What follows belongs to an exercise in optimizing a design on an open flow for small area; a production flow would make more cautious choices.
At most, simulation tests tie the RTL to the original design; equivalence was not proved.
Power is estimated from default activity; no workload was simulated.

==> flow/design.v (excerpt) <==
module decodeAndMap(drawX, drawY, drawColour, WE, resetn, clock, shapeselect, inputColour, vs_n, rotateX, rotateY, rotateZ, invert, pitch, roll, yaw, doneShape);
    input clock, resetn, vs_n, invert, rotateX, rotateY, rotateZ;
    input [1:0] shapeselect;
    input [2:0] inputColour;
    output [8:0] drawX, drawY;
    output [2:0] drawColour;
    output WE;
    output [7:0] pitch, roll, yaw;
    output doneShape;
    function [12:0] rca;
        input [11:0] a, b;
        input ci;
        integer k;
        reg c;
        begin
            c = ci;
            for (k = 0; k < 12; k = k + 1) begin
                rca[k] = a[k] ^ b[k] ^ c;
                c = (a[k] & b[k]) | (a[k] & c) | (b[k] & c);
            end
            rca[12] = c;
        end
    endfunction
    localparam S_CLEAR = 4'd0, S_PAIR = 4'd1, S_W1 = 4'd2, S_W2 = 4'd3,
               S_NEG = 4'd4, S_SWP = 4'd5, S_DRAW = 4'd6, S_ROTW = 4'd7,
               S_ROT = 4'd8, S_WAIT = 4'd9, S_WAIT2 = 4'd10, S_DONE = 4'd11;
    reg [3:0] st;
    reg [1:0] shp;
    reg lvs_n;
  ...
For scale: roughly 59 I/O pins.
==> flow/config.mk <==
export PLATFORM = sky130hd
export DESIGN_NAME = decodeAndMap
export DESIGN_NICKNAME = decodeAndMap
export VERILOG_FILES = /design/flow/design.v
export SDC_FILE = /design/flow/constraint.sdc
export NUM_CORES = 8
export LEC_CHECK = 0
export CAP_MARGIN = 30
export CORE_MARGIN = 2
export CORE_UTILIZATION = 70
export CTS_BUF_LIST = sky130_fd_sc_hd__clkbuf_16
export CTS_CLUSTER_DIAMETER = 100
export CTS_CLUSTER_SIZE = 30
export SLEW_MARGIN = 20
==> flow/constraint.sdc <==
create_clock -name core_clock -period 12.0 [get_ports {clock}]
set_input_delay 2.4000 -clock core_clock [delete_from_list [all_inputs] [get_ports {clock}]]
set_output_delay 2.4000 -clock core_clock [all_outputs]
set_load 0.01 [all_outputs]
run.sh (not shown) runs the stock make flow with config.mk's settings and CLKGATE_MAP_FILE= SYNTH_SCRIPT=/design/flow/synth_recipe.tcl, a recipe that flattens the netlist after the stock synthesis.
Change:
--- a/flow/design.v
+++ b/flow/design.v
@@ -84,23 +84,27 @@
     wire nbB = b11 ^ dB ^ oinB, coBn = (b11 & dB) | (b11 & oinB) | (dB & oinB);
     wire wact = win & (head ? (bi[3] & (bi[2] | (bi[1] & bi[0]))) : ~(bi[3] & (bi[2] | (bi[1] & bi[0]))));
     wire [2:0] rs_n = wend ? rs + 3'd1 : rs;
     wire odd_n = rs_n[2] | (rs_n[1] & rs_n[0]);
     wire next_head = (nw[0] == odd_n);
     wire [1:0] ax_n = (rs_n == 3'd0 || rs_n == 3'd3) ? 2'd0 : ((rs_n == 3'd1 || rs_n == 3'd4) ? 2'd1 : 2'd2);
     wire en_n = (ax_n == 2'd0) ? rotateX : ((ax_n == 2'd1) ? rotateY : rotateZ);
     reg [7:0] rp, rr, ry8;
-    reg cp, cr, cy;
-    wire upd = (st == S_ROT) & (rs == 3'd0) & (wi == 4'd0) & ~bi[3];
+    reg cc;
+    wire upd0 = (st == S_ROT) & (rs == 3'd0) & ~wi[3] & ~wi[2] & ~wi[1];
+    wire updP = upd0 & ~wi[0] & ~bi[3];
+    wire updR = upd0 & ~wi[0] & bi[3];
+    wire updY = upd0 & wi[0] & ~bi[3];
     wire lsb = (bi[2:0] == 3'd0);
-    wire op = upd & rotateX & invert, or_ = upd & rotateY & invert, oy = upd & rotateZ & invert;
-    wire ip = upd & (lsb ? (rotateX & ~invert) : cp);
-    wire ir = upd & (lsb ? (rotateY & ~invert) : cr);
-    wire iy = upd & (lsb ? (rotateZ & ~invert) : cy);
+    wire cen = (updP & rotateX) | (updR & rotateY) | (updY & rotateZ);
+    wire csrc = updP ? rp[0] : (updR ? rr[0] : ry8[0]);
+    wire co = cen & invert;
+    wire ci = cen & (lsb ? ~invert : cc);
+    wire csum = csrc ^ co ^ ci;
     assign pitch = rp;
     assign roll = rr;
     assign yaw = ry8;
     reg [8:0] PX, PY, K, M, N;
     reg [9:0] H;
     reg ltx, lty, ge, bx, by, fb;
     wire tx = rx[0], ty = ry[0];
     wire [8:0] Ex = {rx[0], rx[1], rx[2], rx[3], rx[4], rx[5], rx[6], rx[7], rx[8]};
@@ -140,26 +144,28 @@
         lvs_n <= vs_n;
         rx <= {rx[190:12], wact ? nbA : rx[11], rx[10:1], load ? vbit[2] : rx[0], rx[191]};
         ry <= {ry[190:12], wact ? nbB : ry[11], ry[10:1], load ? vbit[1] : ry[0], ry[191]};
         rz <= {rz[190:12], wact ? rx[11] : rz[11], rz[10:1], load ? vbit[0] : rz[0], rz[191]};
         if (head & bend) begin
             sa <= a0;
             sb <= b0;
         end
+        H <= (st == S_SWP) ? {hb, H[9:1]} : asum[9:0];
+        N <= ((st == S_SWP) & ~swp9) ? {mjb, N[8:1]} : nds[8:0];
         cA <= cAn;
         cB <= cBn;
         coA <= coAn;
         coB <= coBn;
-        rp <= {(rp[0] ^ op ^ ip) & ~load, rp[7:1]};
-        rr <= {(rr[0] ^ or_ ^ ir) & ~load, rr[7:1]};
-        ry8 <= {(ry8[0] ^ oy ^ iy) & ~load, ry8[7:1]};
-        cp <= (rp[0] & op) | (rp[0] & ip) | (op & ip);
-        cr <= (rr[0] & or_) | (rr[0] & ir) | (or_ & ir);
-        cy <= (ry8[0] & oy) | (ry8[0] & iy) | (oy & iy);
+        rp <= {(updP ? csum : rp[0]) & ~load, rp[7:1]};
+        rr <= {(updR ? csum : rr[0]) & ~load, rr[7:1]};
+        ry8 <= {(updY ? csum : ry8[0]) & ~load, ry8[7:1]};
+        cc <= (csrc & co) | (csrc & ci) | (co & ci);
+        bx <= 1'b0;
+        by <= 1'b0;
         if (restart) begin
             st <= S_CLEAR;
             shp <= shapeselect;
             bi <= 4'd0;
             wi <= 4'd0;
             load <= 1'b1;
             PX <= 9'd352;
             PY <= 9'd392;
@@ -198,20 +204,17 @@
                         if (bi == 4'd11) begin
                             PX <= Ex;
                             PY <= Ey;
                             st <= S_W2;
                         end
                     end
                 end
                 S_W2: begin
-                    if (~hit2) begin
-                        bx <= 1'b0;
-                        by <= 1'b0;
-                    end else begin
+                    if (hit2) begin
                         K <= {dxb, K[8:1]};
                         M <= {dyb, M[8:1]};
                         bx <= bxn;
                         by <= byn;
                         if (bi == 4'd11) begin
                             ltx <= ltx_n;
                             lty <= lty_n;
                             if (lty_n) begin
@@ -235,34 +238,30 @@
                         bx <= 1'b0;
                         st <= S_SWP;
                     end
                 end
                 S_SWP: begin
                     if (~swp9) begin
                         K <= {dkb, K[8:1]};
                         M <= {mnb, M[8:1]};
-                        N <= {mjb, N[8:1]};
                     end
                     bx <= bkn;
                     by <= hcn;
-                    H <= {hb, H[9:1]};
                     if (swp9) st <= S_DRAW;
                 end
                 S_DRAW: begin
-                    if (N == 9'd0) begin
+                    if (&N) begin
                         if (pair_last)
                             st <= S_ROTW;
                         else begin
                             st <= S_PAIR;
                             {ea, eb} <= pc_inc;
                         end
                     end else begin
-                        N <= nds[8:0];
-                        H <= asum[9:0];
                         if (ge | minor) PX <= pxs[8:0];
                         if (~ge | minor) PY <= pys[8:0];
                     end
                 end
                 S_ROTW: begin
                     if (bend & wend) begin
                         st <= S_ROT;
                         rs <= 3'd0;
Global-route usage is lower by 1.5 points.
Setup slack degrades by 15 ps.
Sequential power came out higher by about 2%.
Cell area fell by 1.3%.
Clock skew grows by 7.4 ps.
Critical path depth is unchanged.
Sequential cell count goes down by 2.
Non-clock buffer count drops by 1.
Sequential share of layout area falls by 0.27 points.
No functional check of the RTL was part of the first run of this note.

[what the ideal ports hide]
How much do the figures lean on ideal ports? The routed layouts below were timed once more, with nothing changed but the port constraints. Step 1 assumes that a clkbuf_16 drives the clock port and a buf_2 every other input. Step 2 times the ports against the registers' clock, not the clock port: input delays grow and output delays shrink by t, the midpoint of the rising clock arrivals with the driver on. Slacks: ideal ports / drivers / drivers and shift; pairs: ideal ports / drivers.
| run | t (ns) | setup slack, ns | hold WS [ns] | worst register clock-pin slew, ns |
|---|---|---|---|---|
| the first run | 0.635 | 6.098 / 6.062 / 6.062 | 0.323 / 0.323 / 0.323 | 0.12 / 0.12 |
| the second run | 0.642 | 6.084 / 6.056 / 6.056 | 0.307 / 0.307 / 0.307 | 0.11 / 0.11 |
After both steps every run listed still meets setup and hold. For the first run, which loses most, drivers alone change the setup slack by -0.036 ns; drivers and shift together by -0.036 ns.
